From an optimization exercise on the open Yosys and OpenROAD flow, aimed at small area; shortcuts taken in it are not production practice.
Only simulation tests tie the RTL to the original design; equivalence was not proved.
Power is estimated from default activity; no workload was simulated.

// bdot256
module bdot256 #(
  parameter DATA_WIDTH = 1,
  parameter ACCU_WIDTH = 32,
  parameter VECTOR_LENGTH = 256,
  parameter MULT_LATENCY = 3,
  parameter INPUT_DELAY = 1,
  parameter TREE_DELAY = 1,
  parameter OUT_DELAY = 1,
  parameter ROW_NUM = 1
) (
  input  wire         clk,
  input  wire         rst,
  input  wire         ena,
  input  wire [31:0]  acc_reg,
  input  wire [255:0] a_in,
  input  wire [255:0] b_in,
  output wire [31:0]  result
);
  wire en = ena & ~rst;
  wire [255:0] x = a_in ~^ b_in;
  wire fs0 = x[0] ^ x[100] ^ x[101];
  wire fc0 = (x[0] & x[100]) | (x[0] & x[101]) | (x[100] & x[101]);
  wire fs1 = x[102] ^ x[103] ^ x[104];
  wire fc1 = (x[102] & x[103]) | (x[102] & x[104]) | (x[103] & x[104]);
  wire fs2 = x[105] ^ x[106] ^ x[107];
  wire fc2 = (x[105] & x[106]) | (x[105] & x[107]) | (x[106] & x[107]);
  wire fs3 = x[108] ^ x[109] ^ x[10];
  wire fc3 = (x[108] & x[109]) | (x[108] & x[10]) | (x[109] & x[10]);
  wire fs4 = x[110] ^ x[111] ^ x[112];
  wire fc4 = (x[110] & x[111]) | (x[110] & x[112]) | (x[111] & x[112]);
  wire fs5 = x[113] ^ x[114] ^ x[115];
  wire fc5 = (x[113] & x[114]) | (x[113] & x[115]) | (x[114] & x[115]);
  wire fs6 = x[116] ^ x[117] ^ x[118];
  wire fc6 = (x[116] & x[117]) | (x[116] & x[118]) | (x[117] & x[118]);
  wire fs7 = x[119] ^ x[11] ^ x[120];
  wire fc7 = (x[119] & x[11]) | (x[119] & x[120]) | (x[11] & x[120]);
  wire fs8 = x[121] ^ x[122] ^ x[123];
  wire fc8 = (x[121] & x[122]) | (x[121] & x[123]) | (x[122] & x[123]);
  wire fs9 = x[124] ^ x[125] ^ x[126];
  ...
Size: about 950 cells after synthesis, ~580 I/O pins, ~0.017 mm² of cells after synthesis.
==> flow/config.mk <==
export PLATFORM = sky130hd
export DESIGN_NAME = bdot256
export DESIGN_NICKNAME = bdot256
export VERILOG_FILES = /design/flow/design.v
export SDC_FILE = /design/flow/constraint.sdc
export NUM_CORES = 4
export LEC_CHECK = 0
export CAP_MARGIN = 20
export CORE_MARGIN = 2
export CORE_UTILIZATION = 45
export GPL_TIMING_DRIVEN = 0
export PLACE_DENSITY = 0.6
export SLEW_MARGIN = 20
==> flow/constraint.sdc <==
create_clock -name core_clock -period 5.0 [get_ports {clk}]
set_input_delay 1.0000 -clock core_clock [delete_from_list [all_inputs] [get_ports {clk}]]
set_output_delay 1.0000 -clock core_clock [all_outputs]
set_load 0.01 [all_outputs]
standard.sh (not shown) runs the stock make flow with config.mk's settings and CLKGATE_MAP_FILE= SYNTH_SCRIPT=/design/flow/synth_recipe.tcl, a recipe that flattens the netlist after the stock synthesis.
==> flow/flow/run.sh <==
#!/bin/bash
# Standard ORFS layout (the standard.sh) with these changes:
#  - Yosys's generic synth pass runs with -noabc, so its internal ABC pre-mapping does not
#    scramble the polarity of the full-adder logic before extract_fa (fewer inverters);
#  - the port buffers that buffer_ports inserts on every input and output are buf_1;
#  - clock tree: clkbuf_8 buffers, sink clusters of up to 18 flip-flops, no dummy loads.
set -euo pipefail
bash standard.sh "SYNTH_ARGS=-noabc" \
  "BUFFER_PORTS_ARGS=-buffer_cell sky130_fd_sc_hd__buf_1" \
  "CTS_ARGS=-sink_clustering_enable -repair_clock_nets -dont_use_dummy_load -buf_list sky130_fd_sc_hd__clkbuf_8 -sink_clustering_size 18 -sink_clustering_max_diameter 100" \
  finish > standard.log 2>&1
The first run produced a clean layout.
Rerun with:
--- a/flow/flow/run.sh
+++ b/flow/flow/run.sh
@@ -6 +6,3 @@
-#  - clock tree: clkbuf_8 buffers, sink clusters of up to 18 flip-flops, no dummy loads.
+#  - clock tree: clkbuf_8 buffers, sink clusters of up to 20 flip-flops, no dummy loads;
+#  - the largest buffers and inverters are added to the platform's don't-use list, so the
+#    enable net's buffer tree is built from smaller buffers.
@@ -7,0 +10,2 @@
+DU="sky130_fd_sc_hd__probe_p_8 sky130_fd_sc_hd__probec_p_8 sky130_fd_sc_hd__lpflow_bleeder_1 sky130_fd_sc_hd__lpflow_clkbufkapwr_1 sky130_fd_sc_hd__lpflow_clkbufkapwr_16 sky130_fd_sc_hd__lpflow_clkbufkapwr_2 sky130_fd_sc_hd__lpflow_clkbufkapwr_4 sky130_fd_sc_hd__lpflow_clkbufkapwr_8 sky130_fd_sc_hd__lpflow_clkinvkapwr_1 sky130_fd_sc_hd__lpflow_clkinvkapwr_16 sky130_fd_sc_hd__lpflow_clkinvkapwr_2 sky130_fd_sc_hd__lpflow_clkinvkapwr_4 sky130_fd_sc_hd__lpflow_clkinvkapwr_8 sky130_fd_sc_hd__lpflow_decapkapwr_12 sky130_fd_sc_hd__lpflow_decapkapwr_3 sky130_fd_sc_hd__lpflow_decapkapwr_4 sky130_fd_sc_hd__lpflow_decapkapwr_6 sky130_fd_sc_hd__lpflow_decapkapwr_8 sky130_fd_sc_hd__lpflow_inputiso0n_1 sky130_fd_sc_hd__lpflow_inputiso0p_1 sky130_fd_sc_hd__lpflow_inputiso1n_1 sky130_fd_sc_hd__lpflow_inputiso1p_1 sky130_fd_sc_hd__lpflow_inputisolatch_1 sky130_fd_sc_hd__lpflow_isobufsrc_1 sky130_fd_sc_hd__lpflow_isobufsrc_16 sky130_fd_sc_hd__lpflow_isobufsrc_2 sky130_fd_sc_hd__lpflow_isobufsrc_4 sky130_fd_sc_hd__lpflow_isobufsrc_8 sky130_fd_sc_hd__lpflow_isobufsrckapwr_16 sky130_fd_sc_hd__lpflow_lsbuf_lh_hl_isowell_tap_1 sky130_fd_sc_hd__lpflow_lsbuf_lh_hl_isowell_tap_2 sky130_fd_sc_hd__lpflow_lsbuf_lh_hl_isowell_tap_4 sky130_fd_sc_hd__lpflow_lsbuf_lh_isowell_4 sky130_fd_sc_hd__lpflow_lsbuf_lh_isowell_tap_1 sky130_fd_sc_hd__lpflow_lsbuf_lh_isowell_tap_2 sky130_fd_sc_hd__lpflow_lsbuf_lh_isowell_tap_4"
+DU="$DU sky130_fd_sc_hd__buf_6 sky130_fd_sc_hd__buf_8 sky130_fd_sc_hd__buf_12 sky130_fd_sc_hd__buf_16 sky130_fd_sc_hd__bufbuf_8 sky130_fd_sc_hd__bufbuf_16 sky130_fd_sc_hd__bufinv_8 sky130_fd_sc_hd__bufinv_16 sky130_fd_sc_hd__inv_12 sky130_fd_sc_hd__inv_16"
@@ -10 +14,2 @@
-  "CTS_ARGS=-sink_clustering_enable -repair_clock_nets -dont_use_dummy_load -buf_list sky130_fd_sc_hd__clkbuf_8 -sink_clustering_size 18 -sink_clustering_max_diameter 100" \
+  "CTS_ARGS=-sink_clustering_enable -repair_clock_nets -dont_use_dummy_load -buf_list sky130_fd_sc_hd__clkbuf_8 -sink_clustering_size 20 -sink_clustering_max_diameter 60" \
+  "DONT_USE_CELLS=$DU" \
Power shrinks by 0.73%.
Cell area shrinks by 0.81%.
Combinational power barely changes.
Clock power grows by 3.9%.
Area after synthesis barely changes.
Utilization shrinks by 0.44 points.
Rerun with:
--- a/flow/flow/run.sh
+++ b/flow/flow/run.sh
@@ -6 +6 @@
-#  - clock tree: clkbuf_8 buffers, sink clusters of up to 20 flip-flops, no dummy loads;
+#  - clock tree: clkbuf_8 buffers, sink clusters of up to 18 flip-flops, no dummy loads;
@@ -8 +8,2 @@
-#    enable net's buffer tree is built from smaller buffers.
+#    enable net's buffer tree is built from smaller buffers;
+#  - synthesis runs flow/synth.tcl: synth_recipe.tcl with a delay-relaxed ABC mapping script.
@@ -12 +13,2 @@
-bash standard.sh "SYNTH_ARGS=-noabc" \
+export FLOW_ABC_SCRIPT="$PWD/flow/abc_speed_relaxed.script"
+bash standard.sh "SYNTH_ARGS=-noabc" "SYNTH_SCRIPT=$PWD/flow/synth.tcl" \
@@ -14 +16 @@
-  "CTS_ARGS=-sink_clustering_enable -repair_clock_nets -dont_use_dummy_load -buf_list sky130_fd_sc_hd__clkbuf_8 -sink_clustering_size 20 -sink_clustering_max_diameter 60" \
+  "CTS_ARGS=-sink_clustering_enable -repair_clock_nets -dont_use_dummy_load -buf_list sky130_fd_sc_hd__clkbuf_8 -sink_clustering_size 18 -sink_clustering_max_diameter 100" \
==> flow/flow/abc_speed_relaxed.script (new file) <==
&get -n
&st
&dch
&nf -R 50
&st
&syn2
&if -g -K 6
&synch2
&nf -R 50
&st
&syn2
&if -g -K 6
&synch2
&nf -R 50
&st
&syn2
&if -g -K 6
&synch2
&nf -R 50
&st
&syn2
&if -g -K 6
&synch2
&nf -R 50
&st
&syn2
&if -g -K 6
&synch2
&nf -R 50
&put
buffer -c
topo
stime -c
upsize -c
dnsize -c
==> flow/flow/synth.tcl (new file) <==
# The standard flow's synth_recipe.tcl, with ORFS's ABC mapping script swapped for
# flow/abc_speed_relaxed.script (ORFS's abc_speed.script with "&nf -R 50": the
# mapper may trade up to 50% of the best delay for area).
proc synth {args} { yosys synth -nofsm -noshare {*}$args }
proc abc {args} {
  set i [lsearch -exact $args -script]
  if {$i >= 0} { lset args [expr {$i + 1}] $::env(FLOW_ABC_SCRIPT) }
  yosys abc {*}$args
}
source $::env(SCRIPTS_DIR)/synth.tcl
# left out here: clear keep_hierarchy, flatten, clean up, hide names made inside functions, write 1_2_yosys.v
--- a/flow/config.mk
+++ b/flow/config.mk
@@ -10 +10 @@
-export CORE_UTILIZATION = 45
+export CORE_UTILIZATION = 55
@@ -12 +12 @@
-export PLACE_DENSITY = 0.6
+export PLACE_DENSITY = 0.7
Utilization rises by 12 points.
Setup slack got worse by 34 ps.
Global-route usage rises by 7.9 points.
First-iteration DRC count rises by 68%.
Fmax falls by 0.70%.
Rerun with:
==> flow/flow/abc_speed_relaxed.script (replaced) <==
&get -n
&st
&dch
&nf -R 100
&st
&syn2
&if -g -K 6
&synch2
&nf -R 100
&st
&syn2
&if -g -K 6
&synch2
&nf -R 100
&st
&syn2
&if -g -K 6
&synch2
&nf -R 100
&st
&syn2
&if -g -K 6
&synch2
&nf -R 100
&st
&syn2
&if -g -K 6
&synch2
&nf -R 100
&put
dnsize -c
--- a/flow/flow/synth.tcl
+++ b/flow/flow/synth.tcl
@@ -2,2 +2,2 @@
-# flow/abc_speed_relaxed.script (ORFS's abc_speed.script with "&nf -R 50": the
-# mapper may trade up to 50% of the best delay for area).
+# flow/abc_speed_relaxed.script (ORFS's abc_speed.script with "&nf -R 100" and without its final
+# buffer and upsize steps: the mapper may trade up to 100% of the best delay for area).
Outcome: Clock skew came out higher by 46 ps; total power is about the same; core utilization came out lower by 0.16 points; cell area came out lower by 0.51%; setup slack gains 43 ps; combinational power is about the same; die area came out lower by 0.53%; register-to-register slack loses 170 ps; clock-buffer cell count does not change; final cell count came out lower by about 0.7%.

-- port drivers added, routing unchanged --
The results above use ideal ports. As a check the final layouts listed here were re-extracted and re-timed, cells and wires unchanged.
Step 1, drivers: a clkbuf_16 drives clk and a buf_2 each remaining input, both assumed.
Step 2, shift: input delay + t, output delay - t, t = (earliest + latest rising clock arrival at the registers) / 2. This alone moves slack from input paths to output paths.
Three values: ideal, step 1, step 2; two values: the first two.
| run | t (ns) | setup WS [ns] | pins driven straight from the clock port |
|---|---|---|---|
| the first run | 0.529 | 0.154 / 0.176 / -0.353 | 1 |
| the second run | 0.548 | 0.123 / 0.142 / -0.406 | 1 |
| the third run | 0.544 | 0.089 / 0.109 / -0.435 | 1 |
| the fourth run | 0.560 | 0.132 / 0.155 / -0.405 | 1 |
With both steps, setup timing fails in every run listed, where it was met with ideal ports. The setup slack of the fourth run, which loses most, moves by +0.023 ns with the drivers and by -0.537 ns with both steps.
